What follows belongs to an exercise in optimizing a design on an open flow for a short achievable clock period and few clock cycles; a production flow would make more cautious choices. The RTL was checked by simulation tests, not by an equivalence proof against the original design. Power and IR drop assume default switching activity.

File: design/flow/config.mk
export PLATFORM = sky130hd
export DESIGN_NAME = cpu
export DESIGN_NICKNAME = cpu
export VERILOG_FILES = /design/flow/design.v
export SDC_FILE = /design/flow/constraint.sdc
export NUM_CORES = 4
export LEC_CHECK = 0
export CAP_MARGIN = 20
export CORE_MARGIN = 2
export CORE_UTILIZATION = 40
export SLEW_MARGIN = 20
File: design/flow/constraint.sdc
create_clock -name core_clock -period 10.5 [get_ports {clk}]
set_input_delay 2.1000 -clock core_clock [delete_from_list [all_inputs] [get_ports {clk}]]
set_output_delay 2.1000 -clock core_clock [all_outputs]
set_load 0.01 [all_outputs]
File: design/flow/design.v
module register_file(clk, reset, rin1, rout1, rin2, rout2, we, waddr, win);
  input clk, reset, we;
  input [4:0] rin1, rin2, waddr;
  input [31:0] win;
  output [31:0] rout1, rout2;
  reg [31:0] R[31:0];
  assign rout1 = R[rin1];
  assign rout2 = R[rin2];
  integer i;
  always @(posedge clk) begin
    if (reset) begin
      for (i = 0; i <= 31; i = i + 1)
        R[i] <= 32'b0;
    end else begin
      if (we)
        if (waddr!=0)
          R[waddr] <= win;
    end
  end
endmodule
module fetch_stage(clk, reset, ctrbus, inst, imem_addr, imem_data);
  input clk, reset;
  input [34:0] ctrbus;
  output [31:0] inst;
  reg [31:0] inst;
  output [11:0] imem_addr;    
  input [31:0] imem_data;     
  reg [31:0] pc;
  wire valid;
  wire brch;
  wire kill;
  wire [31:0] brchaddr;
  assign valid = ctrbus[34];
  assign brch = ctrbus[33];
  assign kill = ctrbus[32];
  assign brchaddr = ctrbus[31:0];
  wire [31:0] rom_out;
  reg rom_en;
  assign imem_addr = pc[13:2];
  assign rom_out = imem_data;
  always @(posedge clk) begin
    if (reset)
      rom_en <= 0;
    else
      rom_en <= 1;
  end
  always @(posedge clk) begin
    if (reset) begin
      pc <= 0;
    end else if (brch) begin
      pc <= brchaddr;
    end else if (valid) begin
      pc <= pc + 4;
    end else begin
      pc <= pc;
    end
  end
  always @(posedge clk) begin
    if (reset)
      inst <= 0;
    else if (kill)
      inst <= 0;
    else
      inst <= rom_en ? rom_out : 32'h00000000;
  end
endmodule  
module decode_stage(clk, reset, inst, ex_dst, mem_dst, wb_dst, wbbus, ctrbus, idbus, halt);
  input clk, reset;
  output halt;   
  input [31:0] inst;
  input [4:0] ex_dst, mem_dst, wb_dst;
  input [37:0] wbbus;
  output [105:0] idbus;
  output [34:0] ctrbus;
  reg [105:0] idbus;
  reg kill;
  wire wbbus_valid;
  wire [4:0] wbbus_dst;
  wire [31:0] wbbus_data;
  reg idbus_valid;
  wire [3:0] idbus_op;
  reg [4:0] idbus_dst;
  wire [31:0] idbus_r1;
  wire [31:0] idbus_r2;
  reg [31:0] idbus_imm;
  reg ctrbus_valid;
  reg ctrbus_brch;
  reg ctrbus_kill;
  reg [31:0] ctrbus_addr;
  assign wbbus_valid = wbbus[37];
  assign wbbus_dst = wbbus[36:32];
  assign wbbus_data = wbbus[31:0];
  reg [31:0] saved_inst;
  reg saved;
  always @(posedge clk) begin
    if (reset) begin
      saved <= 1'b0;
      saved_inst <= 0;
    end else begin
      if (ctrbus_valid) begin
        saved <= 1'b0;
        saved_inst <= 0;
      end else if (!saved) begin
        saved <= 1'b1;
        saved_inst <= inst;
      end
    end
  end
  reg [31:0] cur_inst;
  always @(*) begin
    if (!saved)
      cur_inst <= inst;
    else
      cur_inst <= saved_inst;
  end
  reg [4:0] reg_addr1, reg_addr2;
  always @(*) begin
    if (cur_inst[31:28]==4'b1011 || cur_inst[31:28]==4'b1100 ||
        cur_inst[31:28]==4'b1101 || cur_inst[31:28]==4'b1110 || cur_inst[31:28]==4'b1111) begin
      reg_addr1 <= cur_inst[27:23];
      reg_addr2 <= 0;
      idbus_dst <= 0;
      idbus_imm <= {9'b000000000, cur_inst[22:0]};
    end else if (cur_inst[31:28]==4'b1001) begin
      reg_addr1 <= cur_inst[27:23];
      reg_addr2 <= cur_inst[22:18];
      idbus_dst <= 0;
      idbus_imm <= {{15{cur_inst[17]}}, cur_inst[16:0]};
    end else if (cur_inst[31:28]==4'b0100 || cur_inst[31:28]==4'b0101 ||
        cur_inst[31:28]==4'b0110 || cur_inst[31:28]==4'b0111 || cur_inst[31:28]==4'b1000) begin
      reg_addr1 <= cur_inst[22:18];
      reg_addr2 <= 0;
      idbus_dst <= cur_inst[27:23];
      idbus_imm <= {{15{cur_inst[17]}}, cur_inst[16:0]};
    end else if (cur_inst[31:28]==4'b0001 || cur_inst[31:28]==4'b0010 ||
        cur_inst[31:28]==4'b0011) begin
      reg_addr1 <= cur_inst[22:18];
      reg_addr2 <= cur_inst[17:13];
      idbus_dst <= cur_inst[27:23];
      idbus_imm <= 0;
    end else if (cur_inst[31:28]==4'b1010) begin
      reg_addr1 <= 0;
      reg_addr2 <= 0;
      idbus_dst <= 0;
      idbus_imm <= {4'b0000, cur_inst[27:0]};
    end else begin
      reg_addr1 <= 0;
      reg_addr2 <= 0;
      idbus_dst <= 0;
      idbus_imm <= 0;
    end
  end
  register_file registers(.clk(clk), .reset(reset), .rin1(reg_addr1), .rout1(idbus_r1),
  .rin2(reg_addr2), .rout2(idbus_r2), .we(wbbus_valid), .waddr(wbbus_dst), .win(wbbus_data));
  assign idbus_op = cur_inst[31:28];
  reg reset_over;
  always @(posedge clk) begin
    if (reset)
      reset_over <= 0;
    else
      reset_over <= 1;
  end
  always @(*) begin
    if (reset_over) begin
      ctrbus_valid <= 1'b1;
    end else begin
      ctrbus_valid <= 1'b0;
    end
    if (cur_inst[31:28]==4'b1111) begin
       ctrbus_valid <= 1'b0;
    end else if (cur_inst[31:28]==4'b1011 || cur_inst[31:28]==4'b1100 ||
        cur_inst[31:28]==4'b1101 || cur_inst[31:28]==4'b1110) begin
       if ((cur_inst[27:23]!=0)&&((cur_inst[27:23]==ex_dst)||(cur_inst[27:23]==mem_dst)||(cur_inst[27:23]==wb_dst)))
         ctrbus_valid <= 1'b0;
    end else if (cur_inst[31:28]==4'b1001) begin
      if (((cur_inst[27:23]!=0)&&((cur_inst[27:23]==ex_dst)||(cur_inst[27:23]==mem_dst)||(cur_inst[27:23]==wb_dst)))||
          ((cur_inst[22:18]!=0)&&((cur_inst[22:18]==ex_dst)||(cur_inst[22:18]==mem_dst)||(cur_inst[22:18]==wb_dst))))
         ctrbus_valid <= 1'b0;
    end else if (cur_inst[31:28]==4'b0100 || cur_inst[31:28]==4'b0101 ||
        cur_inst[31:28]==4'b0110 || cur_inst[31:28]==4'b0111 || cur_inst[31:28]==4'b1000) begin
      if ((cur_inst[22:18]!=0)&&((cur_inst[22:18]==ex_dst)||(cur_inst[22:18]==mem_dst)||(cur_inst[22:18]==wb_dst)))
         ctrbus_valid <= 1'b0;
    end else if (cur_inst[31:28]==4'b0001 || cur_inst[31:28]==4'b0010 || cur_inst[31:28]==4'b0011) begin
      if (((cur_inst[22:18]!=0)&&((cur_inst[22:18]==ex_dst)||(cur_inst[22:18]==mem_dst)||(cur_inst[22:18]==wb_dst)))||
          ((cur_inst[17:13]!=0)&&((cur_inst[17:13]==ex_dst)||(cur_inst[17:13]==mem_dst)||(cur_inst[17:13]==wb_dst))))
         ctrbus_valid <= 1'b0;
    end
  end
  always @(*) begin
    ctrbus_brch <= 1'b0;
    ctrbus_kill <= 1'b0;
    ctrbus_addr <= 32'h00000000;
    if (cur_inst[31:28]==4'b1010) begin
      ctrbus_brch <= 1'b1;
      ctrbus_addr <= {4'b0000, cur_inst[27:0]};
      ctrbus_kill <= 1'b1;
    end else if (cur_inst[31:28]==4'b1011 || cur_inst[31:28]==4'b1100 ||
        cur_inst[31:28]==4'b1101 || cur_inst[31:28]==4'b1110) begin
          if ((cur_inst[27:23]==0)||((cur_inst[27:23]!=ex_dst)&&(cur_inst[27:23]!=mem_dst)&&(cur_inst[27:23]!=wb_dst))) begin
            case(cur_inst[31:28])
              4'b1011:begin
                  if (idbus_r1==0) begin
                    ctrbus_brch <= 1'b1;
                    ctrbus_addr <= {9'b000000000, cur_inst[22:0]};
                    ctrbus_kill <= 1'b1;
                  end
                end
              4'b1100:begin
                  if (idbus_r1[31]==0&&idbus_r1[30:0]!=0) begin
                    ctrbus_brch <= 1'b1;
                    ctrbus_addr <= {9'b000000000, cur_inst[22:0]};
                    ctrbus_kill <= 1'b1;
                  end
                end
              4'b1101:begin
                  if (idbus_r1[31]==1) begin
                    ctrbus_brch <= 1'b1;
                    ctrbus_addr <= {9'b000000000, cur_inst[22:0]};
                    ctrbus_kill <= 1'b1;
                  end
                end
              4'b1110:begin
                  if (idbus_r1[31]==0) begin
                    ctrbus_brch <= 1'b1;
                    ctrbus_addr <= {9'b000000000, cur_inst[22:0]};
                    ctrbus_kill <= 1'b1;
                  end
                end
            endcase
          end
    end
  end
  always @(posedge clk) begin
    if (reset)
      idbus_valid <= 0;
    else
      idbus_valid <= ctrbus_valid;
  end
  assign halt = reset_over && (cur_inst[31:28]==4'b1111);
  assign ctrbus[34] = ctrbus_valid;
  assign ctrbus[33] = ctrbus_brch;
  assign ctrbus[32] = ctrbus_kill;
  assign ctrbus[31:0] = ctrbus_addr;
  always @(posedge clk) begin
    if (reset) begin
      idbus <= 0;
    end else begin
      idbus[105] <= (!reset)&(ctrbus_valid);
      idbus[104:101] <= idbus_op;
      idbus[100:96] <= idbus_dst;
      idbus[95:64] <= idbus_r1;
      idbus[63:32] <= idbus_r2;
      idbus[31:0] <= idbus_imm;
    end
  end
endmodule
module alu_stage(clk, reset, idbus, exbus, ex_dst, ex_bypass);
  input clk, reset;
  input [105:0] idbus;
  output [73:0] exbus;
  output [4:0] ex_dst;
  output [32:0] ex_bypass;
  reg [32:0] ex_bypass;
  reg [73:0] exbus;
  reg [4:0] ex_dst;
  wire idbus_valid;
  wire [3:0] idbus_op;
  wire [4:0] idbus_dst;
  wire [31:0] idbus_r1;
  wire [31:0] idbus_r2;
  wire [31:0] idbus_imm;
  reg exbus_valid;
  reg [3:0] exbus_op;
  reg [4:0] exbus_dst;
  reg [31:0] exbus_res;
  reg [31:0] exbus_stval;
  assign idbus_valid = idbus[105];
  assign idbus_op = idbus[104:101];
  assign idbus_dst = idbus[100:96];
  assign idbus_r1 = idbus[95:64];
  assign idbus_r2 = idbus[63:32];
  assign idbus_imm = idbus[31:0];
  always @(*) begin
    if (idbus_valid)
      ex_dst <= idbus_dst;
    else
      ex_dst <= 0;
  end
  always @(*) begin
    exbus_valid <= 0;
    exbus_op <= 0;
    exbus_dst <= 0;
    exbus_res <= 32'h00000000;
    exbus_stval <= 32'h00000000;
    if (idbus_valid) begin
      exbus_valid <= 1'b1;
      exbus_op <= idbus_op;
      exbus_dst <= idbus_dst;
      case(idbus_op)
        4'b0001:begin
          exbus_res <= idbus_r1 + idbus_r2;
        end
        4'b0010:begin
          exbus_res <= idbus_r1 - idbus_r2;
        end
        4'b0011:begin
          exbus_res <= idbus_r1 * idbus_r2;
        end
        4'b0100:begin
          exbus_res <= idbus_r1 + idbus_imm;
        end
        4'b0101:begin
          exbus_res <= idbus_r1 - idbus_imm;
        end
        4'b0110:begin
          exbus_res <= idbus_r1 * idbus_imm;
        end
        4'b0111:begin
          exbus_res <= idbus_r1 << idbus_imm[3:0];
        end
        4'b1000:begin
          exbus_res <= idbus_r1 + idbus_imm;
        end
        4'b1001:begin
          exbus_res <= idbus_r2 + idbus_imm;
          exbus_stval <= idbus_r1;
        end
      endcase
    end
  end
  always @(posedge clk) begin
    if (reset)
      exbus <= 0;
    else begin
      exbus[73] <= exbus_valid;
      exbus[72:69] <= exbus_op;
      exbus[68:64] <= exbus_dst;
      exbus[63:32] <= exbus_res;
      exbus[31:0] <= exbus_stval;
      if ((exbus_op[3]==1'b0)) begin
        ex_bypass[31:0] <= exbus_res;
        ex_bypass[32] <= exbus_valid;
      end else begin 
        ex_bypass <= 0;
      end
    end
  end
endmodule
module mem_stage(clk, reset, exbus, membus, mem_dst, mem_bypass, dmem_addr, dmem_we, dmem_wdata, dmem_rdata);
  input clk, reset;
  output [15:0] dmem_addr;    
  output dmem_we;             
  output [31:0] dmem_wdata;   
  input [31:0] dmem_rdata;    
  input [73:0] exbus;
  output [73:0] membus;
  output [4:0] mem_dst;
  output [32:0] mem_bypass;
  reg [73:0] membus;
  reg [4:0] mem_dst;
  reg [32:0] mem_bypass;
  wire exbus_valid;
  wire [3:0] exbus_op;
  wire [4:0] exbus_dst;
  wire [31:0] exbus_res;
  wire [31:0] exbus_stval;
  wire membus_valid;
  wire [3:0] membus_op;
  wire [5:0] membus_dst;
  wire [31:0] membus_res;
  wire [31:0] membus_memres;
  assign exbus_valid = exbus[73];
  assign exbus_op = exbus[72:69];
  assign exbus_dst = exbus[68:64];
  assign exbus_res = exbus[63:32];
  assign exbus_stval = exbus[31:0];
  always @(*) begin
    if (exbus_valid)
      mem_dst <= exbus_dst;
    else
      mem_dst <= 0;
  end
  reg rd_we;
  always @(*) begin
    rd_we <= 0;
    if (exbus_op==4'b1001)
      rd_we <= 1;
  end
  assign membus_valid = exbus_valid;
  assign membus_op = exbus_op;
  assign membus_dst = exbus_dst;
  assign membus_res = exbus_res;
  assign dmem_addr = exbus_res[17:2];
  assign dmem_we = rd_we;
  assign dmem_wdata = exbus_stval;
  assign membus_memres = dmem_rdata;
  always @(posedge clk) begin
    if (reset)
      membus <= 0;
    else begin
      membus[73] <= membus_valid;
      membus[72:69] <= membus_op;
      membus[68:64] <= membus_dst;
      membus[63:32] <= membus_res;
      membus[31:0] <= membus_memres;
      if ((membus_op[3]==1'b0)||(membus_op==4'b1000)) begin
        mem_bypass[31:0] <= (membus_op==4'b1000)? membus_memres:membus_res;
        mem_bypass[32] <= membus_valid;
      end else begin 
        mem_bypass <= 0;
      end
    end
  end
endmodule
module wb_stage(clk, reset, membus, wbbus, wb_dst);
  input clk, reset;
  input [73:0] membus;
  output [37:0] wbbus;
  output [4:0] wb_dst;
  reg [37:0] wbbus;
  reg [4:0] wb_dst;
  wire membus_valid;
  wire [3:0] membus_op;
  wire [5:0] membus_dst;
  wire [31:0] membus_res;
  wire [31:0] membus_memres;
  reg wbbus_valid;
  reg [4:0] wbbus_dst;
  reg [31:0] wbbus_data;
  assign membus_valid = membus[73];
  assign membus_op = membus[72:69];
  assign membus_dst = membus[68:64];
  assign membus_res = membus[63:32];
  assign membus_memres = membus[31:0];
  always @(*) begin
    if (membus_valid)
      wb_dst <= membus_dst;
    else
      wb_dst <= 0;
  end
  always @(*) begin
    wbbus_valid <= 0;
    wbbus_dst <= 0;
    wbbus_data <= 0;
    if (membus_valid) begin
      if ((membus_op[3]==1'b0)||(membus_op==4'b1000)) begin
        wbbus_valid <= 1'b1;
        wbbus_dst <= membus_dst;
        wbbus_data <= (membus_op==4'b1000)? membus_memres:membus_res;
      end
    end
  end
  always @(*) begin
    wbbus[37] <= wbbus_valid;
    wbbus[36:32] <= wbbus_dst;
    wbbus[31:0] <= wbbus_data;
  end
endmodule
module cpu(clk, reset, imem_addr, imem_data, dmem_addr, dmem_we, dmem_wdata, dmem_rdata, over);
  input clk, reset;
  output [11:0] imem_addr;
  input [31:0] imem_data;
  output [15:0] dmem_addr;
  output dmem_we;
  output [31:0] dmem_wdata;
  input [31:0] dmem_rdata;
  output over;
  reg over;
  wire [34:0] ctrbus;
  wire [31:0] inst;
  wire [4:0] ex_dst, mem_dst, wb_dst;
  wire [37:0] wbbus;
  wire [105:0] idbus;
  wire [73:0] exbus;
  wire [73:0] membus;
  wire halt;
  fetch_stage fetch(.clk(clk), .reset(reset), .ctrbus(ctrbus), .inst(inst), .imem_addr(imem_addr), .imem_data(imem_data));
  decode_stage decode(.clk(clk), .reset(reset), .inst(inst), .ex_dst(ex_dst), .mem_dst(mem_dst),
                      .wb_dst(wb_dst), .wbbus(wbbus), .ctrbus(ctrbus), .idbus(idbus), .halt(halt));
  alu_stage alu(.clk(clk), .reset(reset), .idbus(idbus), .exbus(exbus), .ex_dst(ex_dst));
  mem_stage mem(.clk(clk), .reset(reset), .exbus(exbus), .membus(membus), .mem_dst(mem_dst),
                .dmem_addr(dmem_addr), .dmem_we(dmem_we), .dmem_wdata(dmem_wdata), .dmem_rdata(dmem_rdata));
  wb_stage wb(.clk(clk), .reset(reset), .membus(membus), .wbbus(wbbus), .wb_dst(wb_dst));
  always @(posedge clk) begin
    if (reset)
      over <= 1'b0;
    else if (halt && !idbus[105] && !exbus[73])
      over <= 1'b1;
  end
endmodule
File: design/flow/run.sh
#!/bin/bash
# synth_recipe.tcl (not shown) runs the flow's synth.tcl, then flattens the netlist and writes it again
# the make line also repeats each setting of config.mk as NAME=value (left out here)
make -C /OpenROAD-flow-scripts/flow DESIGN_CONFIG=/design/flow/config.mk WORK_HOME=/design/flow/orfs CLKGATE_MAP_FILE= SYNTH_SCRIPT=/design/flow/synth_recipe.tcl finish
==> flow_summary.json <==
{
  "outcome": "timing/DRC/antenna clean",
  "avgSynthCellArea_sq_um": 8.94,
  "rows": 186,
  "synth.yosys.seq_area_share_pct": 36.1,
  "netlist_area_sq_um": 104000,
  "setup_tns_ns": 0,
  "core_sq_um": 257000,
  "cts_tree": "done",
  "cp_slowest_cell": "dfxtp_2",
  "ys.flop_type": "edfxtp_1",
  "clk_pin_slew_ns": 0.06,
  "slew_headroom_pct": 17.4,
  "viasPerCell": 6.13,
  "die-area_sq_um": 263000,
  "yosys_warnings": 7,
  "worst-setup-path-type": "flop to flop",
  "cts.sinks": 1354,
  "wl_per_cell_microns": 29.3,
  "syn_inst": 11600,
  "dpl_cell_area_sq_um": 108000,
  "leakage_nw": 45.3,
  "layout_common_cells": "nand2_1 (2396), nor2_1 (1255), edfxtp_1 (1024)",
  "critPathLaunchType": "flop",
  "die_h_microns": 513,
  "yosysTopAreaCellShare_pct": 29.7,
  "gp_congestion": 0.962,
  "drcViolationCount": 0,
  "ctsResizeCount": 0,
  "cts_buffer_depth": 3,
  "skew_ns": 0.0750,
  "finalCritPeriodShare_pct": 83.4,
  "ctsHoldBuffers": 0,
  "post-place-ws_ns": 1.96,
  "die_x_microns": 513,
  "dpl.cell_count": 14400,
  "grt-ovfl-total": 0,
  "drt_iter0_markers": 12500,
  "rsz0062_at_grt": "no",
  "cpLargestDelayFamily": "simple AND/OR/NAND/NOR gates",
  "start_util_pct": 40.3,
  "grt_usage_pct": 32.0,
  "hp-class": "flop to flop",
  "ys_seq_elements": 1354,
  "required_ns": 11.19,
  "final_area_sq_um": 113000,
  "antenna_found_initial": 41,
  "insertion_delay_ns": 0.88,
  "grt_pass1_vias": 88200,
  "critical_path.max_fanout": 44,
  "port-buffer-count": 127,
  "period_needed_ns": 8.75,
  "end_kind": "flop",
  "cts_max_level": 4,
  "synthTopCellsByArea": "edfxtp_1 (30%), fa_1 (16%), nand2_1 (9.0%)",
  "grt_max_degree": 163,
  "synth_edf_count": 1024,
  "io_pins": 128,
  "tightest_slew_ns": 1.24,
  "drtAntennaViolNets": 0,
  "cp_num_buf_inv": 3,
  "drv_slew": 0,
  "worst_slack_ns": 1.75,
  "final_common_cell": "nand2_1",
  "crit_arrival_ns": 9.44,
  "place_hpwl_microns": 265000,
  "crit_chain": "buf_4 > mux2i_2 > buf_4 > a221o_1 > o21a_4 > buf_4 > mux2i_1 > mux2i_1 > o2111ai_1 > and4_1 > nand4_1 > nor4b_1 > nand4b_1 > mux2i_1 > o21ai_1 > nand2_2 > nor4bb_1",
  "setup_viol": 0,
  "nFillCells": 24500,
  "hold_viol_final": 0,
  "drtPass1Iterations": 6,
  "routed_wl_microns": 430000,
  "async_reset_ff_share_pct": 0,
  "num-nets-final": 12300,
  "area_growth_pct": 9.43,
  "clock-root-buffer": "clkbuf_16",
  "post_cts_buffers": 0,
  "fmax_ghz": 0.114,
  "grt_pass1_wl_microns": 616000,
  "drive_above_1_share_pct": 6.58,
  "power_density_nw_per_um2": 160,
  "layout.cells.non_filler": 14700,
  "cts_buffers": 157,
  "synthDistinctLibCells": 92,
  "max-cap-violations": 0,
  "peakVddDrop_v": 0.000402,
  "synth_top_area_cell": "edfxtp_1",
  "critPathMaxStageDelay_ns": 0.79,
  "dr_total_vias": 90100
}
-- registers in the layout, indices dropped and copies added, names as in the netlist --
register,count
decode.idbus,103
fetch.pc,12
fetch.inst,32
mem.membus,74
alu.exbus,74
decode.saved,1
over,1
decode.saved_inst,32
decode.reset_over,1
decode.registers.R,1024
-- metrics by stage --
stage	hold slack [ns]	power (W)	utilization, %
after global placement	0.442	0.0124	42.0
after floorplan	0.414	0.0104	-
after detailed placement	0.434	0.0125	42.0
after global routing	0.476	0.0189	44.0
after CTS	0.465	0.0181	44.0
final	0.462	0.0181	44.1
-- synth_stat cells (64+ instances only) --
master       n
nor2b_1    100
inv_1      856
nor3_1      64
clkbuf_1   840
o21ai_0    137
ha_1       310
xor2_1      75
dfxtp_1    330
a311oi_1   210
edfxtp_1  1024
and2_1     559
xnor2_1    173
a31oi_1    158
fa_1       818
mux2i_1    257
and3_1     191
nand3_1    508
nand2_1   2485
nor2_1    1270
a21oi_1    208
a211oi_1    83
-- layout make-up --
| type | count | area, sq um | area share (%) |
|---|---|---|---|
| Antenna cell | 18 | 45.0 | 0.0398 |
| Clock buffer | 194 | 4260 | 3.76 |
| Clock inverter | 98 | 963 | 0.850 |
| Inverter | 858 | 3220 | 2.84 |
| Multi-Input combinational cell | 8406 | 59800 | 52.8 |
| Sequential cell | 1354 | 37400 | 33.0 |
| Tap cell | 3384 | 4230 | 3.74 |
| Timing Repair Buffer | 374 | 3390 | 3.00 |
-- where the power goes --
group          switching (W)  internal (W)
clock                0.00253       0.00312
sequential          0.000259       0.00595
combinational        0.00392       0.00234
-- path summary, 6_finish.rpt --
check,startpoint,endpoint,slack [ns],cells past startpoint
setup reg to reg,decode.saved,fetch.inst[24],1.75,17
hold / removal,alu.exbus[50],mem.membus[50],0.46,1
hold reg to reg,alu.exbus[50],mem.membus[50],0.46,1
setup / recovery,decode.saved,fetch.inst[24],1.75,17
-- metal layers --
layer / vias to the layer above / track usage, % / wire length, microns
met5: - / 0 / 229
met3: 1713 / 8.20 / 53200
met4: 32 / 21.5 / 34600
met2: 6363 / 49.1 / 188000
met1: 44300 / 39.7 / 153000
li1: 37600 / - / -
-- cell families (layout without fill, tap and decap cells) --
family                     count (synthesis)  in the layout  synth area share (%)
AOI/OAI and AO/OA                       1234           1234                  8.44
xor gates and xnor gates                 248            248                  2.10
adders and majority gates               1128           1128                  19.6
buffers and inverters                   1849           1524                  6.97
DFF                                     1354           1354                  36.1
muxes                                    325            325                  3.41
other                                      1             50               0.00362
and+or+nand+nor                         5439           5439                  23.4
Testbench counts, summed over its fixed seeds: cycles 36,526.

[separate check: timing with driven ports]
How much do the figures lean on ideal ports? The routed layout below was timed once more, with nothing changed but the port constraints.
Step 1 (the two cells are an assumption about what drives the block):
set clk [get_ports {clk}]
set_driving_cell -lib_cell sky130_fd_sc_hd__clkbuf_16 $clk
set_driving_cell -lib_cell sky130_fd_sc_hd__buf_2 [delete_from_list [all_inputs] $clk]
Step 2, shift: input delay + t, output delay - t, t = (earliest + latest rising clock arrival at the registers) / 2. This alone moves slack from input paths to output paths.
Three values: ideal, step 1, step 2; two values: the first two.
shift t [ns]: 0.934
setup WS [ns]: 1.745 / 1.745 / 1.745
hold WS [ns]: 0.462 / 0.462 / 0.462
worst setup path after step 2: register to register
worst register clock-pin slew, ns: 0.08 / 0.08
After both steps setup and hold are still met in this run. For this run, drivers alone change the setup slack by 0.000 ns; drivers and shift together by 0.000 ns.
